What follows belongs to an exercise in optimizing a design on an open flow for small area, a short achievable clock period and few clock cycles; a production flow would make more cautious choices. RTL that was checked went through simulation tests only; none was proved equivalent to the original.

Design exponent, start of the top module:
module exponent (clock, reset_n, enable, x, a, p, ready);
    input logic clock, reset_n, enable;
    input logic [31:0] x, a;
    output logic [31:0] p;
    output logic ready;
    logic [31:0] b;       
    logic [30:0] e;       
    logic busy;
    logic [31:0] np, nb;
    assign p = ~np;
    assign b = ~nb;
    wire [31:0] s = b | (x & {32{~busy}});
    wire last = (e[30:1] == 31'd0);
    wire keep = reset_n & (busy ? ~last : (ready & enable));
    wire a_ge32 = |a[31:5];
    wire a_ge16 = |a[31:4];
    wire a_ge11 = a_ge16 | (a[3] & (a[2] | (a[1] & a[0])));
    wire a_ge8 = |a[31:3];
    wire a_ge7 = a_ge8 | (&a[2:0]);
    wire a_ge6 = a_ge8 | (&a[2:1]);
    wire a_ge5 = a_ge8 | (a[2] & (a[1] | a[0]));
    wire a_ge4 = |a[31:2];
    wire a_ge3 = a_ge4 | (&a[1:0]);
    wire a_ge2 = |a[31:1];
    wire a_ge1 = |a;
    wire zero = (~x[0] & a_ge32) | (~|x[1:0] & a_ge16) | (~|x[2:0] & a_ge11)
              | (~|x[3:0] & a_ge8) | (~|x[4:0] & a_ge7) | (~|x[5:0] & a_ge6)
              | (~|x[6:0] & a_ge5) | (~|x[7:0] & a_ge4) | (~|x[10:0] & a_ge3)
              | (~|x[15:0] & a_ge2) | (~|x & a_ge1);
    wire [31:0] sq;       
    wire [31:0] pr;       
    wire sq_1;
    wire sq_2;
    wire sq_3;
    wire sq_4;
    wire sq_5;
    wire sq_6;
    wire sq_7;
    wire sq_8;
    wire sq_9;
    wire sq_10;
    wire sq_11;
    wire sq_12;
    wire sq_13;
    wire sq_14;
    wire sq_15;
    wire sq_16;
    wire sq_17;
    wire sq_18;
    wire sq_19;
    wire sq_20;
    wire sq_21;
    wire sq_22;
    wire sq_23;
    wire sq_24;
    wire sq_25;
    wire sq_26;
    wire sq_27;
    wire sq_28;
    wire sq_29;
    wire sq_30;
    wire sq_31;
    wire sq_32;
    wire sq_33;
    wire sq_34;
    wire sq_35;
    wire sq_36;
    wire sq_37;
    wire sq_38;
    wire sq_39;
    wire sq_40;
    wire sq_41;
    wire sq_42;
  ...
Settings: LEC_CHECK=0, CAP_MARGIN=20, CORE_MARGIN=2, CORE_UTILIZATION=40, PLACE_DENSITY=0.6, SETUP_SLACK_MARGIN=3.5, SLEW_MARGIN=20, SYNTH_HIERARCHICAL=1; clock period 10.0 ns.
run.sh (not shown) runs the stock make flow with config.mk's settings and CLKGATE_MAP_FILE= SYNTH_SCRIPT=/design/flow/synth_recipe.tcl, a recipe that flattens the netlist after the stock synthesis.
The starting point completed with no timing, DRC or antenna violations.
Next try:
--- a/flow/design.v
+++ b/flow/design.v
@@ -5,37 +5,22 @@
     output logic [31:0] p;
     output logic ready;
     logic [31:0] b;       
     logic [30:0] e;       
     logic busy;
     logic [31:0] np, nb;
     assign p = ~np;
     assign b = ~nb;
     wire [31:0] s = b | (x & {32{~busy}});
     wire last = (e[30:1] == 31'd0);
     wire keep = reset_n & (busy ? ~last : (ready & enable));
-    wire a_ge32 = |a[31:5];
-    wire a_ge16 = |a[31:4];
-    wire a_ge11 = a_ge16 | (a[3] & (a[2] | (a[1] & a[0])));
-    wire a_ge8 = |a[31:3];
-    wire a_ge7 = a_ge8 | (&a[2:0]);
-    wire a_ge6 = a_ge8 | (&a[2:1]);
-    wire a_ge5 = a_ge8 | (a[2] & (a[1] | a[0]));
-    wire a_ge4 = |a[31:2];
-    wire a_ge3 = a_ge4 | (&a[1:0]);
-    wire a_ge2 = |a[31:1];
-    wire a_ge1 = |a;
-    wire zero = (~x[0] & a_ge32) | (~|x[1:0] & a_ge16) | (~|x[2:0] & a_ge11)
-              | (~|x[3:0] & a_ge8) | (~|x[4:0] & a_ge7) | (~|x[5:0] & a_ge6)
-              | (~|x[6:0] & a_ge5) | (~|x[7:0] & a_ge4) | (~|x[10:0] & a_ge3)
-              | (~|x[15:0] & a_ge2) | (~|x & a_ge1);
     wire [31:0] sq;       
     wire [31:0] pr;       
     wire sq_1;
     wire sq_2;
     wire sq_3;
     wire sq_4;
     wire sq_5;
     wire sq_6;
     wire sq_7;
     wire sq_8;
     wire sq_9;
@@ -3772,24 +3757,24 @@
             ready <= 1'b0;
         end else if (busy) begin
             if (e[0]) np <= ~pr;
             if (last) begin
                 busy <= 1'b0;
                 ready <= 1'b1;
             end
         end else if (!ready) begin
             ready <= 1'b1;
         end else if (enable) begin
             ready <= 1'b0;
-            busy <= ~zero;
-            np <= ~(zero ? 32'd0 : a[0] ? x : 32'd1);
+            busy <= 1'b1;
+            np <= ~(a[0] ? x : 32'd1);
         end
     end
 endmodule
 module exp_fa (input a, input b, input c, output s, output co);
     assign s = a ^ b ^ c;
     assign co = (a & b) | (a & c) | (b & c);
 endmodule
 module exp_ha (input a, input b, output s, output co);
     assign s = a ^ b;
     assign co = a & b;
 endmodule
Critical path depth grows by 2.
Design area grows slightly.
Maximum frequency shrinks slightly.
Global-route usage grows by 0.22 points.
Via count grows slightly.
Synthesized area shrinks slightly.
Flip-flop and latch count stays the same.
Utilization grows by 1.2 points.
Worst setup slack got worse by 0.044 ns.
Worst hold slack improved by 0.0033 ns.
Die area shrinks slightly.
Register-to-register slack got worse by 0.12 ns.
Function was not checked in any run of this note: the RTL went through the layout flow alone.

========
Another version of the RTL of exponent (not shown whole).
Size: roughly 2,500 cells after synthesis, ~96 flip-flops, ~100 I/O pins, about 0.023 mm2 of cells after synthesis.
==> flow/design.v (excerpt) <==
module exponent (clock, reset_n, enable, x, a, p, ready);
    input logic clock, reset_n, enable;
    input logic [31:0] x, a;
    output logic [31:0] p;
    output logic ready;
    logic [31:0] b;       
    logic [30:0] e;       
    logic busy;
    wire [31:0] s = b | (x & {32{~busy}});
    wire last = (e[30:1] == 31'd0);
    wire keep = reset_n & (busy ? ~last : (ready & enable));
    wire [31:0] sq;       
    wire [31:0] pr;       
    wire sq_1;
    wire sq_2;
    wire sq_3;
    wire sq_4;
    wire sq_5;
    wire sq_6;
    wire sq_7;
    wire sq_8;
    wire sq_9;
    wire sq_10;
    wire sq_11;
    wire sq_12;
    wire sq_13;
    wire sq_14;
    wire sq_15;
    wire sq_16;
    wire sq_17;
    wire sq_18;
    wire sq_19;
    wire sq_20;
    wire sq_21;
    wire sq_22;
    wire sq_23;
    wire sq_24;
    wire sq_25;
    wire sq_26;
    wire sq_27;
    wire sq_28;
    wire sq_29;
    wire sq_30;
  ...
Settings: LEC_CHECK=0, CAP_MARGIN=20, CORE_MARGIN=2, CORE_UTILIZATION=40, PLACE_DENSITY=0.6, SETUP_SLACK_MARGIN=3.5, SLEW_MARGIN=20; clock period 10.0 ns.
Change:
--- a/flow/design.v
+++ b/flow/design.v
@@ -2,19 +2,17 @@
 module exponent (clock, reset_n, enable, x, a, p, ready);
     input logic clock, reset_n, enable;
     input logic [31:0] x, a;
     output logic [31:0] p;
     output logic ready;
     logic [31:0] b;       
     logic [30:0] e;       
     logic busy;
-    wire [31:0] s = b | (x & {32{~busy}});
-    wire last = (e[30:1] == 31'd0);
-    wire keep = reset_n & (busy ? ~last : (ready & enable));
+    wire [31:0] s = busy ? b : x;
     wire [31:0] sq;       
     wire [31:0] pr;       
     wire sq_1;
     wire sq_2;
     wire sq_3;
     wire sq_4;
     wire sq_5;
     wire sq_6;
@@ -2900,26 +2898,26 @@
     assign pr[25] = pm_p0_25 ^ pm_g5_24;
     assign pr[26] = pm_p0_26 ^ pm_g5_25;
     assign pr[27] = pm_p0_27 ^ pm_g5_26;
     assign pr[28] = pm_p0_28 ^ pm_g5_27;
     assign pr[29] = pm_p0_29 ^ pm_g5_28;
     assign pr[30] = pm_p0_30 ^ pm_g5_29;
     assign pr[31] = pm_p0_31 ^ pm_g5_30;
     always @(posedge clock) begin
-        b <= sq & {32{keep}};
+        b <= sq;
         e <= busy ? (e >> 1) : a[31:1];
     end
     always @(posedge clock) begin
         if (!reset_n) begin
             busy <= 1'b0;
             ready <= 1'b0;
         end else if (busy) begin
             if (e[0]) p <= pr;
-            if (last) begin
+            if (e[30:1] == 31'd0) begin
                 busy <= 1'b0;
                 ready <= 1'b1;
             end
         end else if (!ready) begin
             ready <= 1'b1;
         end else if (enable) begin
             ready <= 1'b0;
             busy <= 1'b1;
What happened:
- design area barely changes
- first-iteration DRC count is higher by 7.1%
- global-route usage falls by 0.80 points
- register-to-register slack is better by 90 ps
- maximum frequency rose by 2.0%
- wire length falls by 3.2%
- clock-buffer cell count shrinks by 1
Testbench counts after the change, summed over its fixed seeds: cycles 3,115.
The RTL of the first run of this note was laid out without a check of its function.

========
Setup of the baseline:
The RTL this note starts from:
==> flow/design.v <==
`timescale 1ps/1ps
module exponent (clock, reset_n, enable, x, a, p, ready);
    input logic clock, reset_n, enable;
    input logic [31:0] x, a;
    output logic [31:0] p;
    output logic ready;
    logic [31:0] b;       
    logic [30:0] e;       
    logic busy, mulph;
    wire [31:0] m = (mulph ? p : b) * b;
    always @(posedge clock) begin
        if (!reset_n) begin
            busy <= 1'b0;
            ready <= 1'b0;
        end else if (busy) begin
            if (mulph) begin
                p <= m;
                e <= e >> 1;
                mulph <= 1'b0;
                if (e[30:1] == 31'd0) begin
                    busy <= 1'b0;
                    ready <= 1'b1;
                end
            end else if (e == 31'd0) begin
                busy <= 1'b0;
                ready <= 1'b1;
            end else begin
                b <= m;
                if (e[0]) mulph <= 1'b1;
                else e <= e >> 1;
            end
        end else if (!ready) begin
            ready <= 1'b1;
        end else if (enable) begin
            ready <= 1'b0;
            busy <= 1'b1;
            mulph <= 1'b0;
            p <= a[0] ? x : 32'd1;
            b <= x;
            e <= a[31:1];
        end
    end
endmodule
clock: 10.0 ns
lec_check: 0
cap_margin: 20
core_margin: 2
core_utilization: 40
place_density: 0.6
slew_margin: 20
Inputs modified between the baseline and the candidate:
==> flow/design.v <==
`timescale 1ps/1ps
module exponent (clock, reset_n, enable, x, a, p, ready);
    input logic clock, reset_n, enable;
    input logic [31:0] x, a;
    output logic [31:0] p;
    output logic ready;
    logic [31:0] b;       
    logic [30:0] e;       
    logic busy;
    wire [31:0] s = busy ? b : x;
    logic [31:0] sq_diag;
    logic [31:0] sq_rows [0:14];
    logic [31:0] sq;
    always_comb begin
        for (int i = 0; i < 16; i++) begin
            sq_diag[2*i] = s[i];
            sq_diag[2*i+1] = 1'b0;
        end
        for (int i = 0; i < 15; i++) sq_rows[i] = ((s >> (i+1)) & {32{s[i]}}) << (2*i+2);
        sq = sq_diag;
        for (int i = 0; i < 15; i++) sq = sq + sq_rows[i];
    end
    logic [31:0] pr_rows [0:15];
    logic [31:0] pr_neg;
    logic [31:0] pr;
    always_comb begin
        pr_neg = 32'd0;
        for (int k = 0; k < 16; k++) begin
            logic [2:0] d;
            logic [31:0] m;
            d = {b[2*k+1], b[2*k], (k == 0) ? 1'b0 : b[2*k-1]};
            case (d)
                3'b001, 3'b010: m = p;
                3'b011:         m = p << 1;
                3'b100:         m = ~(p << 1);
                3'b101, 3'b110: m = ~p;
                default:        m = 32'd0;
            endcase
            pr_rows[k] = m << (2*k);
            pr_neg[2*k] = d[2] & ~(d[1] & d[0]);
        end
        pr = pr_neg;
        for (int k = 0; k < 16; k++) pr = pr + pr_rows[k];
    end
    always @(posedge clock) begin
        if (!reset_n) begin
            busy <= 1'b0;
            ready <= 1'b0;
        end else if (busy) begin
            if (e[0]) p <= pr;
            b <= sq;
            e <= e >> 1;
            if (e[30:1] == 31'd0) begin
                busy <= 1'b0;
                ready <= 1'b1;
            end
        end else if (!ready) begin
            ready <= 1'b1;
        end else if (enable) begin
            ready <= 1'b0;
            busy <= 1'b1;
            p <= a[0] ? x : 32'd1;
            b <= sq;
            e <= a[31:1];
        end
    end
endmodule
### Flow results
Result: PASS for each of the candidate and the baseline
Lower post-detailed-routing wire length among the candidate and the baseline: the baseline
Post-layout instance count excluding filler cells is lower on the baseline
Fraction of the cycle the final worst path needs delta for the candidate relative to the baseline: 2.0 points higher
From the baseline to the candidate the numbers moved as follows: synthesized cell count has increased; post-synthesis register bit count has decreased; post-synth net total has increased; via count of the first global-routing pass has increased.
A worst setup path endpoint of b[31] is what the candidate shows, while b[23] belongs to the baseline.
Summary of the candidate over the baseline: met1 wire length +about 34%; global-route usage +2.4 points; mean number of vias per cell +9.5%.
The candidate reports a higher die area than the baseline does.
Function was not checked in any run of this note: the RTL went through the layout flow alone.

========
exponent with an RTL version that a note above also has.
For scale: ~2500 cells after synthesis, roughly 96 flip-flops, roughly 100 I/O pins, ~23000 sq um of cells after synthesis.
clock: 10.0 ns
lec_check: 0
cap_margin: 20
core_margin: 2
core_utilization: 40
place_density: 0.6
slew_margin: 20
The starting point finished with timing, DRC and antenna clean.
Then changed:
--- a/flow/design.v
+++ b/flow/design.v
@@ -2,19 +2,17 @@
 module exponent (clock, reset_n, enable, x, a, p, ready);
     input logic clock, reset_n, enable;
     input logic [31:0] x, a;
     output logic [31:0] p;
     output logic ready;
     logic [31:0] b;       
     logic [30:0] e;       
     logic busy;
-    wire [31:0] s = b | (x & {32{~busy}});
-    wire last = (e[30:1] == 31'd0);
-    wire keep = reset_n & (busy ? ~last : (ready & enable));
+    wire [31:0] s = busy ? b : x;
     wire [31:0] sq;       
     wire [31:0] pr;       
     wire sq_1;
     wire sq_2;
     wire sq_3;
     wire sq_4;
     wire sq_5;
     wire sq_6;
@@ -2900,26 +2898,26 @@
     assign pr[25] = pm_p0_25 ^ pm_g5_24;
     assign pr[26] = pm_p0_26 ^ pm_g5_25;
     assign pr[27] = pm_p0_27 ^ pm_g5_26;
     assign pr[28] = pm_p0_28 ^ pm_g5_27;
     assign pr[29] = pm_p0_29 ^ pm_g5_28;
     assign pr[30] = pm_p0_30 ^ pm_g5_29;
     assign pr[31] = pm_p0_31 ^ pm_g5_30;
     always @(posedge clock) begin
-        b <= sq & {32{keep}};
+        b <= sq;
         e <= busy ? (e >> 1) : a[31:1];
     end
     always @(posedge clock) begin
         if (!reset_n) begin
             busy <= 1'b0;
             ready <= 1'b0;
         end else if (busy) begin
             if (e[0]) p <= pr;
-            if (last) begin
+            if (e[30:1] == 31'd0) begin
                 busy <= 1'b0;
                 ready <= 1'b1;
             end
         end else if (!ready) begin
             ready <= 1'b1;
         end else if (enable) begin
             ready <= 1'b0;
             busy <= 1'b1;
The new run completed with no timing, DRC or antenna violations; cell count decreases by about 0.4%; worst hold slack is about the same; core utilization increases by 0.23 points; worst setup slack improved by 0.17 ns; synthesized cell count decreases by about 0.8%.
Testbench counts after the change, summed over its fixed seeds: cycles 3,115.
Only the layout flow was run in the first run of this note; the RTL was not checked for function there.

========
== 10-23 ==
Another version of the RTL of exponent (not shown whole).
For scale: ~3300 cells after synthesis, about 0.032 mm^2 of cells after synthesis.
==> module exponent, before the edit <==
module exponent (clock, reset_n, enable, x, a, p, ready);
    input logic clock, reset_n, enable;
    input logic [31:0] x, a;
    output logic [31:0] p;
    output logic ready;
    logic [31:0] b;       
    logic [30:0] e;       
    logic busy;
    wire [31:0] sq_in = busy ? b : x;
    wire [31:0] sq = sq_in * sq_in;
    wire [31:0] pr = p * b;
    always @(posedge clock) begin
        if (!reset_n) begin
            busy <= 1'b0;
            ready <= 1'b0;
        end else if (busy) begin
            if (e[0]) p <= pr;
            b <= sq;
            e <= e >> 1;
            if (e[30:1] == 31'd0) begin
                busy <= 1'b0;
                ready <= 1'b1;
            end
        end else if (!ready) begin
            ready <= 1'b1;
        end else if (enable) begin
            ready <= 1'b0;
            busy <= 1'b1;
            p <= a[0] ? x : 32'd1;
            b <= sq;
            e <= a[31:1];
        end
    end
endmodule
==> flow/config.mk <==
export PLATFORM = sky130hd
export DESIGN_NAME = exponent
export DESIGN_NICKNAME = exponent
export VERILOG_FILES = /design/flow/design.v
export SDC_FILE = /design/flow/constraint.sdc
export NUM_CORES = 4
export LEC_CHECK = 0
export CAP_MARGIN = 20
export CORE_MARGIN = 2
export CORE_UTILIZATION = 40
export PLACE_DENSITY = 0.6
export SLEW_MARGIN = 20
==> flow/constraint.sdc <==
create_clock -name core_clock -period 10.0 [get_ports {clock}]
set_input_delay 2.0000 -clock core_clock [delete_from_list [all_inputs] [get_ports {clock}]]
set_output_delay 2.0000 -clock core_clock [all_outputs]
set_load 0.01 [all_outputs]
--- input diff 10-23..07-26 ---
==> flow/design.v, changed modules only <==
module exponent (clock, reset_n, enable, x, a, p, ready);
    input logic clock, reset_n, enable;
    input logic [31:0] x, a;
    output logic [31:0] p;
    output logic ready;
    logic [31:0] b;       
    logic [30:0] e;       
    logic busy, mulph;
    wire [31:0] mi = mulph ? p : b;
    logic [31:0] m_o_rows [0:15];
    logic [31:0] m_o_neg;
    logic [31:0] m_o;
    always_comb begin
        m_o_neg = 32'd0;
        for (int k = 0; k < 16; k++) begin
            logic [2:0] d;
            logic [31:0] m;
            d = {b[2*k+1], b[2*k], (k == 0) ? 1'b0 : b[2*k-1]};
            case (d)
                3'b001, 3'b010: m = mi;
                3'b011:         m = mi << 1;
                3'b100:         m = ~(mi << 1);
                3'b101, 3'b110: m = ~mi;
                default:        m = 32'd0;
            endcase
            m_o_rows[k] = m << (2*k);
            m_o_neg[2*k] = d[2] & ~(d[1] & d[0]);
        end
        m_o = m_o_neg;
        for (int k = 0; k < 16; k++) m_o = m_o + m_o_rows[k];
    end
    always @(posedge clock) begin
        if (!reset_n) begin
            busy <= 1'b0;
            ready <= 1'b0;
        end else if (busy) begin
            if (mulph) begin
                p <= m_o;
                e <= e >> 1;
                mulph <= 1'b0;
                if (e[30:1] == 31'd0) begin
                    busy <= 1'b0;
                    ready <= 1'b1;
                end
            end else if (e == 31'd0) begin
                busy <= 1'b0;
                ready <= 1'b1;
            end else begin
                b <= m_o;
                if (e[0]) mulph <= 1'b1;
                else e <= e >> 1;
            end
        end else if (!ready) begin
            ready <= 1'b1;
        end else if (enable) begin
            ready <= 1'b0;
            busy <= 1'b1;
            mulph <= 1'b0;
            p <= a[0] ? x : 32'd1;
            b <= x;
            e <= a[31:1];
        end
    end
endmodule
Findings:
- Summary of 07-26 over 10-23: number of sequential storage elements went up 2, flop and latch count out of synthesis grew by 2.
- 10-23 → 07-26: pin count of the biggest net entering global routing +12; logic depth of the worst register-to-register path -5; met2 global-route usage +3.6 points.
- Origin of the worst setup path = b[7]: 07-26; origin of the worst setup path = x[6]: 10-23
- The area of the mapped netlist of 07-26 falls short of that of 10-23 by 0.013 mm^2.
- Maximum frequency (lower): 10-23
- Of 10-23 and 07-26, the run reporting the higher non-clock buffer count was 10-23.
- p[29] as the timing endpoint of the critical path was reported by 07-26, and b[31] by 10-23.
- The lower inserted tap cell count came out of 07-26.
- Final standard cell utilization of the core, 10-23 and 07-26: smaller value in 10-23
- Comparing time the worst path needs with I/O delays and setup for 10-23 and 07-26, the bigger number came from 10-23.
- Comparing 10-23 and 07-26, share of cell area taken by multi-input logic gates is lower on 07-26.
Function was not checked in any run of this note: the RTL went through the layout flow alone.

port drivers added, routing unchanged:
How much do the figures lean on ideal ports? The routed layouts below were timed once more, with nothing changed but the port constraints. Step 1: set_driving_cell puts a clkbuf_16 on clock and a buf_2 on each other input, an assumption about the parent block. Step 2, shift: input delay + t, output delay - t, t = (earliest + latest rising clock arrival at the registers) / 2. This alone moves slack from input paths to output paths. Slacks: ideal / step 1 / step 2; pairs: ideal / step 1.
| run | t, ns | slack for setup (ns) | worst setup path after step 2 |
|---|---|---|---|
| the first run of note 1 | 0.409 | 3.563 / 3.572 / 3.162 | input to register |
| the second run of note 1 | 0.404 | 3.519 / 3.519 / 3.115 | input to register |
| the first run of note 2 | 0.395 | 3.349 / 3.365 / 2.970 | input to register |
| the second run of note 2 | 0.420 | 3.480 / 3.489 / 3.069 | input to register |
| the baseline | 0.396 | 1.133 / 1.133 / 1.133 | register to register |
| the candidate | 0.412 | 0.937 / 0.961 / 0.549 | input to register |
| the first run of note 4 | 0.395 | 2.360 / 2.375 / 1.980 | input to register |
| the second run of note 4 | 0.425 | 2.525 / 2.549 / 2.124 | input to register |
| 10-23 | 0.414 | 0.406 / 0.406 / -0.009 | input to register |
| 07-26 | 0.410 | 2.045 / 2.045 / 2.045 | register to register |
With both steps, setup timing fails in 10-23, where it was met with ideal ports. For 10-23, which loses most, drivers alone change the setup slack by 0.000 ns; drivers and shift together by -0.415 ns.
